What follows belongs to an exercise in optimizing a design on an open flow for small area; a production flow would make more cautious choices. The RTL was checked by simulation tests, not by an equivalence proof against the original design. Power is estimated from default activity; no workload was simulated.

==> design/flow/config.mk <==
export PLATFORM = sky130hd
export DESIGN_NAME = algo_top
export DESIGN_NICKNAME = algo_top
export VERILOG_FILES = /design/flow/design.v
export SDC_FILE = /design/flow/constraint.sdc
export NUM_CORES = 4
export LEC_CHECK = 0
export CAP_MARGIN = 20
export CORE_MARGIN = 2
export CORE_UTILIZATION = 40
export CTS_BUF_LIST = sky130_fd_sc_hd__clkbuf_4 sky130_fd_sc_hd__clkbuf_8
export CTS_CLUSTER_SIZE = 20
export SLEW_MARGIN = 20
==> design/flow/constraint.sdc <==
create_clock -name core_clock -period 10.0 [get_ports {sclk}]
set_input_delay 2.0000 -clock core_clock [delete_from_list [all_inputs] [get_ports {sclk}]]
set_output_delay 2.0000 -clock core_clock [all_outputs]
set_load 0.01 [all_outputs]
==> design/flow/design.v <==
`timescale      1ns/1ns
module buf0 #(
	parameter W     = 2,
	parameter DEPTH = 640
) (
	input	[W-1:0]	D,
	input		CLK,
	input		CE,
	output	[W-1:0]	Q
);
reg	[W*DEPTH-1:0]	sr;
always @(posedge CLK) begin
	if (CE)
		sr <= {sr[W*DEPTH-W-1:0], D};
end
assign Q = sr[W*DEPTH-1 -: W];
endmodule
`timescale      1ns/1ns
module line_buffer (
	input	clken,
	input	clock,
	input	shiftin,
	output	vor
);
wire	[1:0]	head;
wire	[1:0]	nxt;
assign nxt[1] = ~shiftin & (head[1] ^ head[0]);
assign nxt[0] =  shiftin | (head[1] & ~head[0]);
buf0 #(.W(2), .DEPTH(640)) ring (
	.D	(nxt	),
	.CLK	(clock	),
	.CE	(clken	),
	.Q	(head	)
);
assign vor = head[1] | head[0];
endmodule
`timescale      1ns/1ns
module RGB2Ycbcr (
	input	[15:0]	pix,
	output		mask
);
wire	[4:0]	R = pix[15:11];
wire	[5:0]	G = pix[10:5];
wire	[4:0]	B = pix[4:0];
wire	signed	[14:0]	r15 = {10'd0, R};
wire	signed	[14:0]	g15 = {9'd0, G};
wire	signed	[14:0]	b15 = {10'd0, B};
wire	signed	[14:0]	cb  = (b15 <<< 8) - r15 * 15'sd86 - g15 * 15'sd85;
wire	signed	[14:0]	cr  = g15 * 15'sd107 + b15 * 15'sd42 - (r15 <<< 8);
assign mask = (cb >= 15'sd3392) && (cr >= 15'sd1) && (cr <= 15'sd3008);
endmodule
`timescale      1ns/1ns
module Cor_alg (
	input		sclk,
	input		s_rst_n,
	input		en0,
	input		en3,
	input		x,
	output	reg	flag
);
wire	v;
reg	v1, v2, v3;
line_buffer cor_buffer_inst (
	.clken		(en0	),
	.clock		(sclk	),
	.shiftin	(x	),
	.vor		(v	)
);
always @(posedge sclk) begin
	v1 <= v;
	v2 <= v1;
	v3 <= v2;
end
always @(posedge sclk or negedge s_rst_n) begin
	if (s_rst_n == 1'b0)
		flag <= 1'b0;
	else
		flag <= en3 & (v1 | v2 | v3);
end
endmodule
`timescale      1ns/1ns
module Exp_alg (
	input		sclk,
	input		s_rst_n,
	input		en0,
	input		en3,
	input		x,
	output	reg	flag
);
wire	z;
reg	z1, z2, z3;
line_buffer exp_buffer_inst (
	.clken		(en0	),
	.clock		(sclk	),
	.shiftin	(~x	),
	.vor		(z	)
);
always @(posedge sclk) begin
	z1 <= z;
	z2 <= z1;
	z3 <= z2;
end
always @(posedge sclk or negedge s_rst_n) begin
	if (s_rst_n == 1'b0)
		flag <= 1'b0;
	else
		flag <= ~(en3 & (z1 | z2 | z3));
end
endmodule
`timescale      1ns/1ns
module Boundary_extraction (
	input			sclk,
	input			s_rst_n,
	input			vsync_i,
	input			vsync_i_r1,
	input			data_en_i,
	input			data_en_i_r1,
	input			bound_data_i,
	output	wire	[15:0]	valid_num,
	output	wire	[31:0]	x_coor,
	output	wire	[31:0]	y_coor,
	output	wire		coor_valid_flag
);
reg			data_en_i_pos;
reg			vsync_i_neg;
reg	[15:0]		valid_num_cnt;
reg			valid_flag;
reg	[26:0]		x_coor_all;
reg	[26:0]		y_coor_all;
reg	[8:0]		row_cnt;
reg	[9:0]		col_cnt;
wire	hit = data_en_i & bound_data_i;
always @(posedge sclk or negedge s_rst_n) begin
	if (s_rst_n == 1'b0) begin
		data_en_i_pos <= 1'b0;
		vsync_i_neg   <= 1'b0;
	end else begin
		data_en_i_pos <= ~data_en_i_r1 & data_en_i;
		vsync_i_neg   <= vsync_i_r1 & ~vsync_i;
	end
end
always @(posedge sclk or negedge s_rst_n) begin
	if (s_rst_n == 1'b0)
		row_cnt <= 9'd0;
	else if (vsync_i_neg)
		row_cnt <= 9'd0;
	else if (data_en_i_pos)
		row_cnt <= row_cnt + 1'b1;
end
always @(posedge sclk or negedge s_rst_n) begin
	if (s_rst_n == 1'b0)
		col_cnt <= 10'd0;
	else if (data_en_i)
		col_cnt <= col_cnt + 1'b1;
	else
		col_cnt <= 10'd0;
end
always @(posedge sclk or negedge s_rst_n) begin
	if (s_rst_n == 1'b0)
		valid_num_cnt <= 16'd0;
	else if (vsync_i_neg)
		valid_num_cnt <= 16'd0;
	else if (hit)
		valid_num_cnt <= valid_num_cnt + 1'b1;
end
always @(posedge sclk or negedge s_rst_n) begin
	if (s_rst_n == 1'b0)
		valid_flag <= 1'b0;
	else if (vsync_i_neg)
		valid_flag <= 1'b0;
	else if (valid_num_cnt >= 16'd1500)
		valid_flag <= 1'b1;
end
always @(posedge sclk or negedge s_rst_n) begin
	if (s_rst_n == 1'b0)
		x_coor_all <= 27'd0;
	else if (hit)
		x_coor_all <= x_coor_all + col_cnt;
	else if (vsync_i_neg)
		x_coor_all <= 27'd0;
end
always @(posedge sclk or negedge s_rst_n) begin
	if (s_rst_n == 1'b0)
		y_coor_all <= 27'd0;
	else if (hit)
		y_coor_all <= y_coor_all + row_cnt;
	else if (vsync_i_neg)
		y_coor_all <= 27'd0;
end
assign x_coor    = vsync_i ? {5'd0, x_coor_all} : 32'd0;
assign y_coor    = vsync_i ? {5'd0, y_coor_all} : 32'd0;
assign valid_num = vsync_i ? valid_num_cnt : 16'd0;
assign coor_valid_flag = vsync_i & valid_flag;
endmodule
`timescale      1ns/1ns
module  algo_top(
        input                   sclk                    ,
        input                   s_rst_n                 ,
        input                   vsync_i                 ,
        input                   hsync_i                 ,
        input   [15 : 0]        data_i                  ,
        input   [1 : 0]         sel                     ,
        input                   data_en                 ,
        output  reg             vsync_o                 ,
        output  reg             hsync_o                 ,
        output  wire [15 : 0]   rgb565                  ,
        output  wire    [15 : 0]   valid_num            ,
        output  wire    [31 : 0]   x_coor               ,
        output  wire    [31 : 0]   y_coor               ,
        output  wire            coor_valid_flag
);
reg     [1:0]   state;
reg     [15:0]  out_r;           
assign  rgb565 = out_r;
reg     [15:0]  pix_r;           
reg             mask_r;          
reg     [10:1]  vd;              
reg     [10:1]  hd;              
reg     [7:1]   ed;              
wire            mask;
wire            cor_flag;
wire            exp_flag;
always @(posedge sclk or negedge s_rst_n) begin
        if (s_rst_n == 1'b0)
                state <= 2'b00;
        else
                state <= sel;
end
always @(posedge sclk) begin
        pix_r  <= data_i;
        mask_r <= mask;
        vd     <= {vd[9:1], vsync_i};
        hd     <= {hd[9:1], hsync_i};
        ed     <= {ed[6:1], data_en};
end
RGB2Ycbcr RGB2Ycbcr_inst (
        .pix    (pix_r  ),
        .mask   (mask   )
);
Cor_alg Cor_alg_inst (
        .sclk   (sclk           ),
        .s_rst_n(s_rst_n        ),
        .en0    (data_en        ),
        .en3    (ed[3]          ),
        .x      (mask_r         ),
        .flag   (cor_flag       )
);
Exp_alg Exp_alg_inst (
        .sclk   (sclk           ),
        .s_rst_n(s_rst_n        ),
        .en0    (ed[4]          ),
        .en3    (ed[7]          ),
        .x      (cor_flag       ),
        .flag   (exp_flag       )
);
Boundary_extraction Boundary_extraction_inst (
        .sclk           (sclk           ),
        .s_rst_n        (s_rst_n        ),
        .vsync_i        (vd[6]          ),
        .vsync_i_r1     (vd[7]          ),
        .data_en_i      (ed[4]          ),
        .data_en_i_r1   (ed[5]          ),
        .bound_data_i   (cor_flag       ),
        .valid_num      (valid_num      ),
        .x_coor         (x_coor         ),
        .y_coor         (y_coor         ),
        .coor_valid_flag(coor_valid_flag)
);
wire    bit_sel = (state == 2'b01) ? mask_r :
                  (state == 2'b10) ? cor_flag : exp_flag;
always @(posedge sclk) begin
        case (state)
        2'b00: begin out_r <= pix_r;         vsync_o <= vsync_i; hsync_o <= hsync_i; end
        2'b01: begin out_r <= {16{bit_sel}}; vsync_o <= vd[2];   hsync_o <= hd[2];   end
        2'b10: begin out_r <= {16{bit_sel}}; vsync_o <= vd[6];   hsync_o <= hd[6];   end
        default: begin out_r <= {16{bit_sel}}; vsync_o <= vd[10]; hsync_o <= hd[10]; end
        endcase
end
endmodule
==> design/flow/run.sh <==
#!/bin/bash
# synth_recipe.tcl (not shown) runs the flow's synth.tcl, then flattens the netlist and writes it again
# the make line also repeats each setting of config.mk as NAME=value (left out here)
make -C /OpenROAD-flow-scripts/flow DESIGN_CONFIG=/design/flow/config.mk WORK_HOME=/design/flow/orfs CLKGATE_MAP_FILE= SYNTH_SCRIPT=/design/flow/synth_recipe.tcl finish
==> flow_metrics.tcl, run 1 <==
set metrics [dict create \
    firstDrtPassIters 6 \
    cts_buffers 428 \
    synth-xor-area-share 0.00809 \
    netlist_area_mm2 0.0877 \
    first_global_vias 33600 \
    synth_edf_count 2560 \
    slowest_delay_ns 0.50 \
    cts_root_buf "clkbuf_8" \
    cts_tree "done" \
    netlist_instances 3686 \
    port_buffers 111 \
    dr_total_vias 33200 \
    hold_viol_final 0 \
    post-dp-hpwl_um 54500 \
    critical_path_depth 19 \
    setup-violations-final 0 \
    clockBufferDepth 4 \
    cp.buffers_inverters 2 \
    slew_viol_final 0 \
    synth_compound_area_frac 0.0146 \
    cp_top_family "adder cells" \
    drc 0 \
    criticalPathCategory "reg2reg" \
    drive_gt1_frac 0.154 \
    routed_via_density 4.49 \
    p_leak_nw 35.5 \
    fmax_mhz 185 \
    path_max_fanout 5 \
    place_area_mm2 0.0926 \
    ir_drop_mv 0.135 \
    grt_usage 0.105 \
    ios 122 \
    dieArea_mm2 0.223 \
    cp_slowest_cell "fa_1" \
    ys.flop_type "edfxtp_1" \
    yosys.area_share.simple 0.0210 \
    fin_cells 7408 \
    path_cells "ha_1 > ha_1 > inv_1 > fa_1 > inv_1 > fa_1 > a21o_1 > a21oi_1 > xnor2_1 > fa_1 > ha_1 > a2111o_1 > o22ai_2 > nand2b_1 > a21o_1 > a2111oi_2 > a21oi_1 > o2111a_1 > nor4_2" \
    r2r_cells 19 \
    slew_headroom 0.237 \
    finalInstanceArea_mm2 0.101 \
    fillers 17700 \
    clk_latency_ns 1.05 \
    synth_top_family_by_area "adder cells" \
    overflow 0 \
    nets 4417 \
    drt_iter0_markers 2948 \
    power_mw 23.8 \
    critPathCaptureType "flip-flop" \
    cp.required_ns 10.89 \
    die_h_um 472 \
    grt_first_pass_wirelength_um 188000 \
    syn_avg_cell_area_um2 23.8 \
    rsz0062_at_grt "no" \
    timing.final.crit_share 0.542 \
    ys_warn_count 5 \
    setup_tns_ns 0 \
    htreeDepth 5 \
    yosysSeqAreaShare 0.920 \
    drt-total-wl_um 118000 \
    synthToLayoutAreaGrowth_pct 14.9 \
    skew_ns 0.0888 \
    gp_congestion 0.765 \
    async_reset_ff_frac 0.0352 \
    die_x_um 472 \
    coreArea_mm2 0.218 \
    synth_fa_ha_area_frac 0.0269 \
    worstMarginPinSlew_ns 1.14 \
    cts_setup_buffers 0 \
    place_inst 6647 \
    synthMuxAreaShare 0.00327 \
    clock-sinks 2724 \
    core.rowCount 171 \
    yosysUniqueCellTypes 61 \
    holdBufCountCts 0 \
    hold_class "reg2reg" \
    maxCapViolations 0 \
    synth_seq_cells 2724 \
    start_kind "flip-flop" \
    clkTransAtPathRegs_ns 0.06 \
    start_util 0.403 \
    status "finished clean" \
    antenna_found_initial 3 \
    cts_resized 0 \
    wl_per_cell_um 15.9 \
    grt_max_degree 222 \
    power_density_mw_per_mm2 236 \
    min_delay_path_depth 0 \
    min_period_ns 5.42 \
    drtAntennaViolNets 0 \
    arrival_ns 6.31 \
]
[synth_stat cells, types with 2 or more instances]
| library cell | instances | share of area |
|---|---|---|
| a21oi_1 | 52 | 0.0030 |
| dfxtp_1 | 68 | 0.016 |
| o211ai_1 | 5 | 0.00043 |
| mux2i_1 | 23 | 0.0026 |
| o31ai_1 | 7 | 0.00060 |
| buf_1 | 2 | 0.000086 |
| and4_1 | 3 | 0.00030 |
| or2_2 | 4 | 0.00029 |
| o31a_1 | 3 | 0.00030 |
| edfxtp_1 | 2560 | 0.88 |
| a41oi_1 | 2 | 0.00020 |
| mux4_2 | 2 | 0.00051 |
| xor2_1 | 33 | 0.0033 |
| fa_1 | 29 | 0.0066 |
| nor2_1 | 40 | 0.0017 |
| o21ai_1 | 3 | 0.00017 |
| o21ai_0 | 56 | 0.0032 |
| inv_1 | 104 | 0.0045 |
| o21a_1 | 7 | 0.00060 |
| xnor2_1 | 48 | 0.0048 |
| or3_1 | 11 | 0.00078 |
| a21boi_0 | 3 | 0.00026 |
| a211oi_1 | 2 | 0.00017 |
| nand2_1 | 73 | 0.0031 |
| nor2b_1 | 16 | 0.0011 |
| o21bai_1 | 7 | 0.00060 |
| nand2b_1 | 7 | 0.00050 |
| nor3_1 | 11 | 0.00063 |
| dfrtp_1 | 96 | 0.027 |
| o2111a_1 | 2 | 0.00026 |
| nand4_1 | 14 | 0.0010 |
| nand3_1 | 27 | 0.0015 |
| nor4_1 | 3 | 0.00021 |
| ha_1 | 141 | 0.020 |
| a31oi_1 | 7 | 0.00050 |
| nor3b_1 | 3 | 0.00026 |
| buf_4 | 10 | 0.00086 |
| and3_1 | 19 | 0.0014 |
| nand3b_1 | 20 | 0.0017 |
| clkbuf_1 | 25 | 0.0011 |
| a21o_1 | 34 | 0.0029 |
| and2_1 | 85 | 0.0061 |
[cell type report]
class | instances | area, um2 | area share
antenna | 3 | 7.51 | 0.0000745
clock buffer | 578 | 7080 | 0.0703
clock inverter | 179 | 1080 | 0.0107
inverter | 104 | 390 | 0.00387
multi-input combinational | 830 | 6550 | 0.0650
sequential | 2724 | 80600 | 0.800
tap | 2854 | 3570 | 0.0354
timing repair buffer | 136 | 1450 | 0.0144
[placed cells by master, fill, tap and decap left out, types with 15 or more instances in the layout]
cell type	n
a21o_1	34
a21oi_1	52
and2_1	85
and3_1	19
clkbuf_4	140
clkbuf_8	438
clkdlybuf4s50_1	109
clkinv_1	108
clkinv_2	50
dfrtp_1	96
dfxtp_1	66
edfxtp_1	2560
fa_1	29
ha_1	141
inv_1	104
mux2i_1	23
nand2_1	71
nand3_1	27
nand3b_1	20
nor2_1	38
nor2b_1	15
o21ai_0	55
xnor2_1	47
xor2_1	33
[through the flow]
step,utilization,hold WS (ns),setup slack [ns]
finish,0.463,0.324,4.58
global route,0.463,0.331,4.20
CTS,0.463,0.328,4.61
detailed placement,0.425,0.313,4.64
global placement,0.425,0.311,4.70
floorplan,-,0.310,-1.54
[kinds of logic after synthesis]
kind of cell	after synthesis
muxes	26
DFF	2724
xor gates and xnor gates	81
AOI/OAI and AO/OA	203
and+or+nand+nor	339
buffers and inverters	141
adders and majority gates	171
other	1
[where the power goes]
group	internal (mW)	leakage (nW)	switching (mW)	total [mW]
clock network	4.86	4.35	4.10	8.96
logic	0.553	4.21	0.858	1.41
registers	13.2	26.9	0.201	13.4
[per-layer routing]
layer	track usage	routed length, um	up-vias
li1	-	-	15500
met2	0.137	48800	554
met1	0.163	60200	16800
met5	0	0	-
met3	0.0266	4950	324
met4	0.0497	3800	0
[flip-flops by register name, indices dropped and copies added (netlist names), 7 cells and up]
register / cells
Boundary_extraction_inst.y_coor_all: 27
ed: 7
hd: 10
Boundary_extraction_inst.col_cnt: 10
Boundary_extraction_inst.x_coor_all: 27
pix_r: 16
Boundary_extraction_inst.row_cnt: 9
Exp_alg_inst.exp_buffer_inst.ring.sr: 1280
Cor_alg_inst.cor_buffer_inst.ring.sr: 1280
vd: 10
Boundary_extraction_inst.valid_num_cnt: 16
out_r: 16
[final timing paths]
path / startpoint / endpoint / slack, ns
worst max-delay path: pix_r[10] / mask_r / 4.58
worst min-delay path: hd[4] / hd[5] / 0.32
max in group asynchronous: s_rst_n / Boundary_extraction_inst.col_cnt[4] / 7.78
min in group asynchronous: s_rst_n / Boundary_extraction_inst.y_coor_all[23] / 1.01
worst min register to register: hd[4] / hd[5] / 0.32
worst max register to register: pix_r[10] / mask_r / 4.58
==> run 2, diff against run 1 <==
--- a/design/flow/config.mk
+++ b/design/flow/config.mk
@@ -9,5 +9,3 @@
 export CORE_MARGIN = 2
 export CORE_UTILIZATION = 40
-export CTS_BUF_LIST = sky130_fd_sc_hd__clkbuf_4 sky130_fd_sc_hd__clkbuf_8
-export CTS_CLUSTER_SIZE = 20
 export SLEW_MARGIN = 20
==> run 2 against run 1 <==
Hold slack about the same; setup slack worse by 0.0065 ns; flip-flop and latch count stayed put; register-to-register slack barely moved; critical path type unchanged.
==> flow_metrics.tcl, run 2 <==
set metrics [dict create \
    status "finished clean" \
    ios 122 \
    yosys.area.top_type_share 0.877 \
    p_int_mw 19.7 \
    start_util 0.403 \
    ys.flop_type "edfxtp_1" \
    dieArea_mm2 0.223 \
    cts_resized 0 \
    finalInstanceArea_mm2 0.101 \
    min-delay-start "ed[3]" \
    start_kind "flip-flop" \
    antenna_found_initial 1 \
    hold_end "ed[4]" \
    yosysUniqueCellTypes 61 \
    die_h_um 472 \
    dr_total_vias 32500 \
    drtAntennaViolNets 0 \
    routed_via_density 4.55 \
    r2r_start "pix_r[8]" \
    clk_latency_ns 0.91 \
    hold_class "reg2reg" \
    combPwrFrac 0.057 \
    reg.largest.list "Cor_alg_inst.cor_buffer_inst.ring.sr: 1280 flops, Exp_alg_inst.exp_buffer_inst.ring.sr: 1280 flops" \
    hold_viol_final 0 \
    yosys.area.top_type "edfxtp_1" \
    synth_seq_cells 2724 \
    synth.area.top_cells "edfxtp_1 88%, dfrtp_1 2.7%, ha_1 2.0%, dfxtp_1 1.6%, fa_1 0.66%" \
    synth_common_cells "2,560 x edfxtp_1, 141 x ha_1, 104 x inv_1" \
    rsz0062_at_grt "no" \
    first_global_vias 32200 \
    netlist_instances 3686 \
    min_delay_path_depth 0 \
    port_buffers 111 \
    drt-total-wl_um 116000 \
    holdBufCountCts 0 \
    setup_tns_ns 0 \
    cts_tree "done" \
    fillers 17600 \
    grt_first_pass_wirelength_um 184000 \
    critPathCaptureType "flip-flop" \
    r2r_setup_slack_ns 4.58 \
    post-dp-hpwl_um 54500 \
    grt_max_degree 222 \
    cts_root_buf "clkbuf_16" \
    synth_edf_count 2560 \
    maxCapViolations 0 \
    drive_gt1_frac 0.104 \
    synthToLayoutAreaGrowth_pct 15.8 \
    ys_warn_count 5 \
    htreeDepth 5 \
    p_leak_nw 35.5 \
    path_max_fanout 5 \
    timing.final.crit_share 0.542 \
    power_density_mw_per_mm2 245 \
    clkTransAtPathRegs_ns 0.06 \
    crit-reg2reg-capture "mask_r" \
    drc 0 \
    ir_drop_mv 0.147 \
    coreArea_mm2 0.218 \
    layout_common_cells "2,560 x edfxtp_1, 295 x clkbuf_16, 141 x ha_1, 109 x clkdlybuf4s50_1, 104 x inv_1" \
    min_period_ns 5.42 \
    nets 4279 \
    final_common_cell "edfxtp_1" \
    utilization 0.466 \
    setup-violations-final 0 \
    p_seq_frac 0.538 \
    multi_input_comb_area_mm2 0.00655 \
    regArea_mm2 0.0806 \
    syn_avg_cell_area_um2 23.8 \
    p_sw_mw 5.22 \
    skew_ns 0.0797 \
    netlist_area_mm2 0.0877 \
    synth.most_common_cell "edfxtp_1" \
    firstDrtPassIters 5 \
    cp.required_ns 10.76 \
    yosysSeqAreaShare 0.920 \
    worstMarginPinSlew_ns 1.11 \
    clock-sinks 2724 \
    place_inst 6647 \
    cts_setup_buffers 0 \
    cts_buffers 290 \
    async_reset_ff_frac 0.0352 \
    arrival_ns 6.19 \
    gp_congestion 0.765 \
    grt_usage 0.103 \
    r2r_cells 19 \
    drt_iter0_markers 2783 \
    die_x_um 472 \
    core.rowCount 171 \
    fin_cells 7147 \
    power_mw 24.9 \
    criticalPathCategory "reg2reg" \
    fmax_mhz 184 \
    slew_viol_final 0 \
    p_clk_frac 0.405 \
    slew_headroom 0.259 \
    wl_per_cell_um 16.2 \
    swShare 0.210 \
    place_area_mm2 0.0926 \
    clockBufferDepth 4 \
    overflow 0 \
]
-- run 2: critical path: stages, from the launching register on --
cell and delay [ns]:
dfxtp_1 0.44, ha_1 0.34, ha_1 0.35, inv_1 0.07, fa_1 0.50, inv_1 0.07
fa_1 0.46, a21o_1 0.20, a21oi_1 0.24, xnor2_1 0.17, fa_1 0.44, ha_1 0.26
a2111o_1 0.34, o22ai_2 0.25, nand2b_1 0.08, a21o_1 0.20, a2111oi_2 0.35, a21oi_1 0.09
o2111a_1 0.28, nor4_2 0.19
-- run 2: worst max path at each step --
| stage | cells after the start | endpoint | from | slack (ns) |
|---|---|---|---|---|
| final | 19 | mask_r | pix_r[8] | 4.58 |
| after global routing | 22 | mask_r | pix_r[10] | 4.20 |
| after CTS | 19 | mask_r | pix_r[10] | 4.61 |
| after detailed placement | 19 | mask_r | pix_r[10] | 4.64 |
| after global placement | 19 | mask_r | pix_r[8] | 4.70 |
| after floorplan | 5 | Boundary_extraction_inst.x_coor_all[23] | ed[4] | -1.54 |
-- run 2: cell type report --
cell class                      count  share of cell area
Inverter                          104             0.00385
Clock buffer                      350              0.0750
Multi-Input combinational cell    830              0.0645
Timing Repair Buffer              136              0.0143
Sequential cell                  2724               0.795
Clock inverter                    147              0.0127
Antenna cell                        2           0.0000493
Tap cell                         2854              0.0352
-- run 2: power by group through the flow --
stage               logic (mW)  clock network [mW]  registers [mW]
floorplan                0.926                   0            13.7
global placement          1.36                   0            13.6
detailed placement        1.40                   0            13.6
CTS                       1.41                10.4            13.4
global route              1.57                10.9            13.5
finish                    1.42                10.1            13.4
-- run 2: routing by layer --
layer	vias up	global-route usage	wire length, um
met5	-	0	0
met4	0	0.0433	3750
met3	307	0.0246	4290
met2	459	0.135	47800
met1	16600	0.162	59700
li1	15200	-	-
-- run 2: logic make-up (layout without fill, tap and decap cells) --
logic type,Yosys count,after routing,share of synthesized area
xor+xnor,81,81,0.00809
mux,26,26,0.00327
buf+inv,141,737,0.00646
other cells,1,12,0.0000428
simple gates,339,339,0.0210
flops,2724,2724,0.920
compound gates,203,203,0.0146
fa+ha+maj,171,171,0.0269
-- run 2: through the flow --
| step | setup WS (ns) | hold slack [ns] |
|---|---|---|
| detailed placement | 4.64 | 0.313 |
| finish | 4.58 | 0.323 |
| global route | 4.20 | 0.324 |
| floorplan | -1.54 | 0.310 |
| CTS | 4.61 | 0.326 |
| global placement | 4.70 | 0.311 |
==> run 3, diff against run 2 <==
--- a/design/flow/config.mk
+++ b/design/flow/config.mk
@@ -8,4 +8,6 @@
 export CAP_MARGIN = 20
 export CORE_MARGIN = 2
-export CORE_UTILIZATION = 40
+export CORE_UTILIZATION = 60
+export CTS_BUF_LIST = sky130_fd_sc_hd__clkbuf_8
+export CTS_CLUSTER_SIZE = 30
 export SLEW_MARGIN = 20
==> run 3 against run 2 <==
Still clean; cell count decreased by 9.7%; sequential share of layout area rose by 2.0 points; area after synthesis did not move; hold slack improved by 0.00096 ns; design area down 2.5%; die area shrank 33%; total power fell by 7.2%; via count grew 2.4%; critical path type unchanged; largest cell class unchanged.
==> flow_metrics.tcl, run 3 <==
set metrics [dict create \
    status "finished clean" \
    nets 4408 \
    first_global_vias 33500 \
    synth_edf_count 2560 \
    yosysUniqueCellTypes 61 \
    synth_common_cells "2,560 x edfxtp_1, 141 x ha_1, 104 x inv_1" \
    async_reset_ff_frac 0.0352 \
    setup-violations-final 0 \
    cts_buffers 418 \
    synth.area.top_cells "edfxtp_1 88%, dfrtp_1 2.7%, ha_1 2.0%, dfxtp_1 1.6%, fa_1 0.66%" \
    cp.required_ns 10.85 \
    core.rowCount 140 \
    ios 122 \
    antenna_found_initial 5 \
    synth-xor-area-share 0.00809 \
    clkTransAtPathRegs_ns 0.07 \
    timing.final.crit_share 0.548 \
    fmax_mhz 182 \
    power_density_mw_per_mm2 233 \
    slew_viol_final 0 \
    fillers 9014 \
    dpl_worst_slack_ns 4.54 \
    start_kind "flip-flop" \
    worstMarginPinSlew_ns 1.15 \
    layout_common_cells "2,560 x edfxtp_1, 441 x clkbuf_8, 252 x inv_1, 141 x ha_1, 109 x clkdlybuf4s50_1" \
    yosys.area.top_type_share 0.877 \
    yosys.area_share.simple 0.0210 \
    synth.most_common_cell "edfxtp_1" \
    drt_iter0_markers 2544 \
    post-dp-hpwl_um 54000 \
    maxCapViolations 0 \
    port_buffers 111 \
    drtAntennaViolNets 0 \
    overflow 0 \
    rsz0062_at_grt "no" \
    synth_top_family_by_area "adder cells" \
    netlist_area_mm2 0.0877 \
    path_max_fanout 5 \
    criticalPathCategory "reg2reg" \
    cts_tree "done" \
    drc 0 \
    dieArea_mm2 0.149 \
    clk_latency_ns 1.02 \
    yosys.area.top_type "edfxtp_1" \
    slew_headroom 0.232 \
    grt_usage 0.157 \
    final_common_cell "edfxtp_1" \
    drt-total-wl_um 116000 \
    synth_compound_area_frac 0.0146 \
    grt_max_degree 228 \
    htreeDepth 5 \
    cts_root_buf "clkbuf_8" \
    finalWorstSetupSlack_ns 4.52 \
    synthMuxAreaShare 0.00327 \
    wl_per_cell_um 18.0 \
    cts_setup_buffers 0 \
    coreArea_mm2 0.145 \
    die_h_um 386 \
    start_util 0.603 \
    min_period_ns 5.48 \
    finalInstanceArea_mm2 0.0990 \
    hold_viol_final 0 \
    arrival_ns 6.34 \
    skew_ns 0.0699 \
    netlist_instances 3686 \
    ir_drop_mv 0.147 \
    yosysSeqAreaShare 0.920 \
    drive_gt1_frac 0.123 \
    die_x_um 386 \
    critPathCaptureType "flip-flop" \
    firstDrtPassIters 5 \
    synthToLayoutAreaGrowth_pct 12.9 \
    hold_class "reg2reg" \
    synth_seq_cells 2724 \
    gp_congestion 0.805 \
    p_leak_nw 35.6 \
    multi_input_comb_area_mm2 0.00655 \
    syn_avg_cell_area_um2 23.8 \
    synth_fa_ha_area_frac 0.0269 \
    ys_warn_count 5 \
    cts_resized 0 \
    ys.flop_type "edfxtp_1" \
    regArea_mm2 0.0806 \
    reg.largest.list "Cor_alg_inst.cor_buffer_inst.ring.sr: 1280 flops, Exp_alg_inst.exp_buffer_inst.ring.sr: 1280 flops" \
    holdBufCountCts 0 \
    grt_first_pass_wirelength_um 184000 \
    routed_via_density 5.16 \
    clockBufferDepth 4 \
    place_area_mm2 0.0914 \
    dr_total_vias 33300 \
    clock-sinks 2724 \
]
-- run 3: cell counts after synthesis --
No cell type changed its count.
-- run 3: final timing paths --
check / slack [ns] / from / depth (start not counted) / endpoint
setup / recovery: 4.52 / pix_r[10] / 19 / mask_r
hold / removal: 0.32 / hd[8] / 0 / hd[9]
setup reg to reg: 4.52 / pix_r[10] / 19 / mask_r
hold reg to reg: 0.32 / hd[8] / 0 / hd[9]
max in group asynchronous: 7.56 / s_rst_n / 2 / Boundary_extraction_inst.vsync_i_neg
min in group asynchronous: 1.00 / s_rst_n / 1 / Boundary_extraction_inst.x_coor_all[23]
-- run 3: stage by stage --
step	std cells	hold WS, ns	util	total power [mW]	TNS (ns)
2_1_floorplan	3695	0.310	-	14.6	-86.70
3_3_place_gp	5709	0.312	0.628	15.0	0
3_5_place_dp	5709	0.312	0.628	15.0	0
4_1_cts	6446	0.326	0.680	23.4	0
5_1_grt	6450	0.338	0.681	24.2	0
6_report	6451	0.324	0.681	23.1	0
-- run 3: area by class of cell --
type                       count  area share
timing repair buffer         137      0.0150
clock buffer                 441      0.0613
multi-input combinational    830      0.0661
tap                         1917      0.0242
clock inverter               296      0.0144
inverter                     104     0.00394
sequential                  2724       0.815
antenna                        2   0.0000506
-- run 3: cell families after synthesis --
family	Yosys count
DFF	2724
and+or+nand+nor	339
AOI/OAI and AO/OA	203
adders and majority gates	171
buffers and inverters	141
xor gates and xnor gates	81
muxes	26
other	1
-- run 3: power breakdown --
part / internal [mW] / switching (mW)
registers: 13.2 / 0.206
clock network: 4.26 / 4.00
logic: 0.556 / 0.878
total: 18.0 / 5.09
-- run 3: critical path, cell delays in order (launching register included) --
cell and delay, ns:
dfxtp_1 0.46, ha_1 0.37, ha_1 0.36, inv_1 0.07, fa_1 0.51, inv_1 0.07
fa_1 0.46, a21o_1 0.19, a21oi_1 0.24, xnor2_1 0.17, fa_1 0.45, ha_1 0.39
o21a_1 0.16, o22ai_2 0.11, or2_2 0.31, nor3b_1 0.15, a2111oi_2 0.33, a21oi_1 0.08
o2111a_1 0.29, nor4_2 0.21
-- run 3: metal layers --
| metal | GRT usage | up-vias | wire length, um |
|---|---|---|---|
| met1 | 0.264 | 16800 | 60300 |
| met3 | 0.0456 | 227 | 6460 |
| met5 | 0 | - | 13 |
| met2 | 0.196 | 761 | 47200 |
| li1 | - | 15500 | - |
| met4 | 0.0547 | 2 | 2240 |

static timing again, ports no longer ideal:
Ports are ideal in the flow. The routed layouts listed here were re-timed in OpenROAD. Step 1, drivers: a clkbuf_16 drives sclk and a buf_2 each remaining input, both assumed. Step 2 moves the port delays by t, midway between the first and last clock arrival at a register: inputs arrive t later, outputs are due t later. That takes back most of the time a late clock gives input paths. a / b / c = ideal ports / drivers / drivers and shift; a / b = the first two.
run | shift t [ns] | setup slack, ns | worst setup path at the end | pins driven straight from the clock port
run 1 | 1.081 | 4.584 / 4.584 / 4.584 | register to register | 1
run 2 | 0.954 | 4.578 / 4.578 / 4.578 | register to register | 1
run 3 | 1.044 | 4.517 / 4.517 / 4.517 | register to register | 1
After both steps setup and hold are still met in every run listed.
